This is an optimization exercise on Yosys and OpenROAD, whose aim is small area and a short achievable clock period, not a production implementation.
Function was checked by simulation only, so behaviour that the tests miss may differ from the original.

==> flow/design.v (outline; a module is shown in full before it is edited, if it fits) <==
// module power_of_8: 11114 lines
// module p8_fa: 4 lines
// module p8_nor: 3 lines
module power_of_8(
    input         clk,
    input         reset_n,
    input         i_valid,
    input  [31:0] i_value,
    output        o_valid,
    output [63:0] o_power_of_8
    );
  // ...
==> flow/run.sh <==
#!/bin/bash
# synth_recipe.tcl (not shown) runs the flow's synth.tcl, then flattens the netlist and writes it again
# the make line also repeats each setting of config.mk as NAME=value (left out here)
make -C /OpenROAD-flow-scripts/flow DESIGN_CONFIG=/design/flow/config.mk WORK_HOME=/design/flow/orfs CLKGATE_MAP_FILE= SYNTH_SCRIPT=/design/flow/synth_recipe.tcl finish
==> flow/config.mk <==
export PLATFORM = sky130hd
export DESIGN_NAME = power_of_8
export DESIGN_NICKNAME = power_of_8
export VERILOG_FILES = /design/flow/design.v
export SDC_FILE = /design/flow/constraint.sdc
export NUM_CORES = 4
export LEC_CHECK = 0
export CAP_MARGIN = 20
export CORE_MARGIN = 2
export CORE_UTILIZATION = 60
export SETUP_SLACK_MARGIN = 5
export SLEW_MARGIN = 20
export SYNTH_HIERARCHICAL = 1
export SYNTH_MINIMUM_KEEP_SIZE = 0
==> flow/constraint.sdc <==
create_clock -name core_clock -period 11.0 [get_ports {clk}]
set_input_delay 2.2000 -clock core_clock [delete_from_list [all_inputs] [get_ports {clk}]]
set_output_delay 2.2000 -clock core_clock [all_outputs]
set_load 0.01 [all_outputs]
==> run_results.csv, run 1 <==
group,metric,value,unit
synthesis,synth-main-ff-cell,"dfxtp_1",
cells_and_area,instances_no_fill,8002,
critical_path,path_class,"flip-flop to flip-flop",
cells_and_area,final_common_cell,"nor2_1",
placed_design,place_inst,7606,
synthesis,yosysWarningCount,7,
clocking,cts_root_buffer,"clkbuf_16",
placed_design,portBuffers,95,
sta,setup_slack,4.33,ns
grt,overflow,0,
synthesis,synthMuxAreaShare,0,%
cells_and_area,clock_cell_area_share,2.01,%
drt,wl_met2,102,mm
drt,drt_iter0_markers,4711,
sta,finalHoldViolCount,0,
critical_path,cp_num_cells,23,
sta,clock_skew,0.0505,ns
flow_run,maxCapViolations,0,
synthesis,synth_cell_types,73,
clocking,post_cts_buffers,196,
critical_path,end_kind,"flip-flop",
sta,min_period,6.67,ns
clocking,htree_levels,2,
cells_and_area,drive_gt1_share,20.7,%
grt,grtUsageTotal,39.5,%
drt,routed_wl,214,mm
sta,worst_pin_slew,1.10,ns
cells_and_area,top_register,"r1",
synthesis,async_flop_share,0.850,%
clocking,clk_pin_slew_worst_paths,0.06,ns
sta,setup_viol,0,
run_status,outcome,"timing/DRC/antenna clean",
hold_path,holdPathEnd,"r_valid[1]",
critical_path,crit_chain,"ha_4, a21o_1, o2111ai_4, a2111oi_4, o21a_2, o21ai_4, a311oi_4, buf_6, buf_6, nor2_4, o21bai_4, a21oi_4, o21ai_2, xnor2_2, nor2_2, fa_2, fa_2, fa_1, fa_2, fa_2, fa_2, fa_1, ha_2",
==> run 2, diff against run 1 <==
--- a/flow/config.mk
+++ b/flow/config.mk
@@ -5,9 +5,11 @@
 export SDC_FILE = /design/flow/constraint.sdc
 export NUM_CORES = 4
 export LEC_CHECK = 0
+export ABC_AREA = 1
 export CAP_MARGIN = 20
 export CORE_MARGIN = 2
-export CORE_UTILIZATION = 60
+export CORE_UTILIZATION = 65
+export PLACE_DENSITY = 0.8
 export SETUP_SLACK_MARGIN = 5
 export SLEW_MARGIN = 20
 export SYNTH_HIERARCHICAL = 1
==> run 2 against run 1 <==
Sequential share of layout area fell by 0.097 points. Routed wire length rose by 12%. Critical path type unchanged. Global-route usage rose by 4.1 points.
==> run_results.csv, run 2 <==
group,metric,value,unit
clocking,cts_max_path_buffers,3,
cells_and_area,syn2layout_area_growth,10.6,%
synthesis,ys_seq_elements,353,
grt,grt_pass1_wl,368,mm
synthesis,synth_top_area_share,53.3,%
cells_and_area,top_regs,"r1: 119 flops, r2: 117 flops, r3: 114 flops",
cells_and_area,largest_reg_flops,119,
grt,overflow,0,
critical_path,timing.critical_path.mode_cell,"fa_1",
clocking,htree_levels,2,
sta,max_freq,0.166,GHz
cells_and_area,instances_no_fill,9778,
placed_design,portBuffers,95,
critical_path,required,11.53,ns
placed_design,place_inst,9628,
clocking,cts_tree,"yes",
drt,wl_per_cell,24.4,um
grt,grt_max_degree,55,
run_status,outcome,"timing/DRC/antenna clean",
drt,routed_wl,239,mm
drt,postRouteAntennaNets,0,
critical_path,end_kind,"flip-flop",
cells_and_area,finalCoreUtilization,72.3,%
die,initial_core_util,65.4,%
synthesis,synth_area,0.0711,mm^2
placed_design,post-place-ws,4.33,ns
sta,setup_viol,0,
critical_path,worstSetupStartpointType,"flip-flop",
drt,post-route-drc-count,0,
critical_path,r2r-end,"r3[103]",
cells_and_area,mostFrequentLayoutCells,"nor2_1 (2458), fa_1 (1887), nand2_1 (1475)",
sta,clock_skew,0.0375,ns
hold_path,holdPathStages,0,
synthesis,synth_top_family_by_area,"adder cells",
clocking,cts_made_buffers,45,
drt,firstDrtPassIters,8,
grt,grtUsageTotal,43.7,%
clocking,insertion_delay,0.66,ns
critical_path,crit_fanout,40,
sta,finalHoldViolCount,0,
die,core,0.109,mm^2
critical_path,rrSetupSlack,4.98,ns
sta,rsz0062_at_grt,"yes",
sta,finalCritPeriodShare,54.7,%
clocking,numClockSinks,353,
synthesis,synth_xor_area_share,1.26,%
synthesis,async_flop_share,0.850,%
cells_and_area,num_antenna_cells,0,
sta,setup_tns,0,ns
sta,min_period,6.02,ns
critical_path,reg2reg_from,"r2[13]",
hold_path,holdPathEnd,"r_valid[1]",
die,row_count,121,
clocking,holdBufCountCts,0,
synthesis,synth_cell_types,33,
cells_and_area,top_register,"r1",
placed_design,hpwl,175,mm
synthesis,synth_edf_count,0,
synthesis,syn_area_per_cell,8.81,um^2
synthesis,synthTopCellsByCount,"nor2_1 (2500), fa_1 (1892), nand2_1 (1533)",
critical_path,path_class,"flip-flop to flip-flop",
critical_path,startpoint,"r2[13]",
critical_path,arrival,6.55,ns
synthesis,synthMostInstantiatedCell,"nor2_1",
synthesis,synth_compound_area_share,0.991,%
hold_path,hp-start,"r_valid[0]",
die,chipWidth,335,um
cells_and_area,final_common_cell,"nor2_1",
hold_path,hp-class,"flip-flop to flip-flop",
critical_path,max_stage_delay,0.57,ns
critical_path,cp_slowest_cell,"fa_1",
drt,vias_per_cell,6.17,
synthesis,yosysTopAreaCell,"fa_1",
synthesis,synth_fa_ha_area_share,58.8,%
cells_and_area,drive_gt1_share,7.14,%
sta,worst_pin_slew,0.970,ns
sta,setup_slack,4.98,ns
drt,drt_iter0_markers,6228,
clocking,clk_pin_slew_worst_paths,0.06,ns
critical_path,crit_chain,"nand2_1, nor2_2, nand2_1, nand3_2, nand2_1, nand2_2, xor2_2, inv_1, buf_6, nor2_1, fa_1, fa_1, fa_1, fa_1, fa_1, fa_1, fa_1, ha_1",
drt,route.vias.total,60400,
clocking,cts_root_buffer,"clkbuf_16",
critical_path,r2r_cells,18,
die,io_pins,100,
synthesis,yosysWarningCount,7,
flow_run,maxCapViolations,0,
sta,max_slew_margin,35.4,%
synthesis,syn_inst,8066,
sta,slew_violations,0,
synthesis,synth-seq-area-share,9.97,%
synthesis,synth-main-ff-cell,"dfxtp_1",
synthesis,synth-simple-area-share,23.7,%
die,die_h,335,um
grt,antenna_found_initial,1,
placed_design,place_congestion,1.01,
synthesis,synthMuxAreaShare,0,%
die,die_area,0.112,mm^2
synthesis,synthTopCellsByArea,"fa_1 (53%), nor2_1 (13%), dfxtp_1 (9.9%)",
grt,grt_pass1_vias,66100,
cells_and_area,nets,10600,
==> run 2: changes by cell type after synthesis, sizes merged, moves of 65 or more <==
cell | before | now
o21ai | 104 | 7
a21oi | 215 | 109
a21o | 67 | 2
inv | 144 | 880
nand3 | 17 | 159
nand2 | 125 | 1540
nor2 | 2307 | 2509
xnor2 | 106 | 15
==> run 2: stage by stage <==
| stage | hold WS [ns] | area [um^2] |
|---|---|---|
| finish | 0.349 | 78600 |
| global route | 0.355 | 78600 |
| CTS | 0.353 | 77200 |
| detailed placement | 0.342 | 74400 |
| global placement | 0.337 | 74400 |
| floorplan | 0.331 | 71200 |
==> run 2: worst max-delay path by stage <==
stage	to	slack, ns	cells past startpoint
after floorplan	r3[111]	5.05	18
after global placement	r2[105]	4.35	18
after detailed placement	r2[105]	4.33	18
after CTS	r2[105]	4.94	19
after global routing	r2[105]	4.91	20
final	r3[103]	4.98	18
==> run 2: kinds of logic after synthesis <==
kind of cell,after synthesis
and+or+nand+nor,4332
adders and majority gates,2202
buffers and inverters,944
DFF,353
AOI/OAI and AO/OA,132
xor gates and xnor gates,102
other,1
==> run 2: layout make-up <==
class | instances | area, um^2
clock buffer | 50 | 1180
multi-input combinational | 6774 | 61700
inverter | 880 | 3350
clock inverter | 32 | 495
sequential | 353 | 7180
fill | 8066 | 30100
timing repair buffer | 275 | 2890
tap | 1414 | 1770
==> run 2: per-module statistics from Yosys, one instance, submodules excluded <==
module / times used / cells
power_of_8: 1 / 3964
p8_nor: 2210 / 1
p8_fa: 1892 / 1
==> run 2: routing by layer <==
layer / GRT usage (%) / routed length (um)
met2: 71.4 / 112000
met3: 11.5 / 29400
met4: 27.5 / 18600
met1: 51.7 / 78700
met5: 0 / 13
==> run 2: what timing repair did <==
action / 4_1_cts / 5_1_grt
gates resized for setup: 198 / 273
pin swaps: 13 / 28
setup buffers: 21 / 41
gates cloned: 2 / 4
endpoints found under the setup margin: 91 / 92
==> run 2: critical path: cells and delay by family (launching register included) <==
kind / cells / cell delay, ns
XOR/XNOR: 1 / 0.30
adder cells (fa/ha/maj): 8 / 3.66
buffers and inverters: 2 / 0.37
flip-flops: 1 / 0.42
AND/OR/NAND/NOR: 7 / 1.10

[static timing again, ports no longer ideal]
Ports are ideal in the flow. The routed layouts listed here were re-timed in OpenROAD. Step 1, drivers: a clkbuf_16 drives clk and a buf_2 each remaining input, both assumed. Step 2 moves the port delays by t, midway between the first and last clock arrival at a register: inputs arrive t later, outputs are due t later. That takes back most of the time a late clock gives input paths. a / b / c = ideal ports / drivers / drivers and shift; a / b = the first two.
| run | t (ns) | setup WS [ns] | worst setup path after step 2 | slew at the worst register clock pin (ns) | pins driven straight from the clock port |
|---|---|---|---|---|---|
| run 1 | 0.705 | 4.333 / 4.333 / 4.333 | register to register | 0.07 / 0.07 | 1 |
| run 2 | 0.720 | 4.979 / 4.979 / 4.417 | input to register | 0.07 / 0.07 | 1 |
After both steps every run listed still meets setup and hold. For run 2, which loses most, drivers alone change the setup slack by 0.000 ns; drivers and shift together by -0.562 ns.
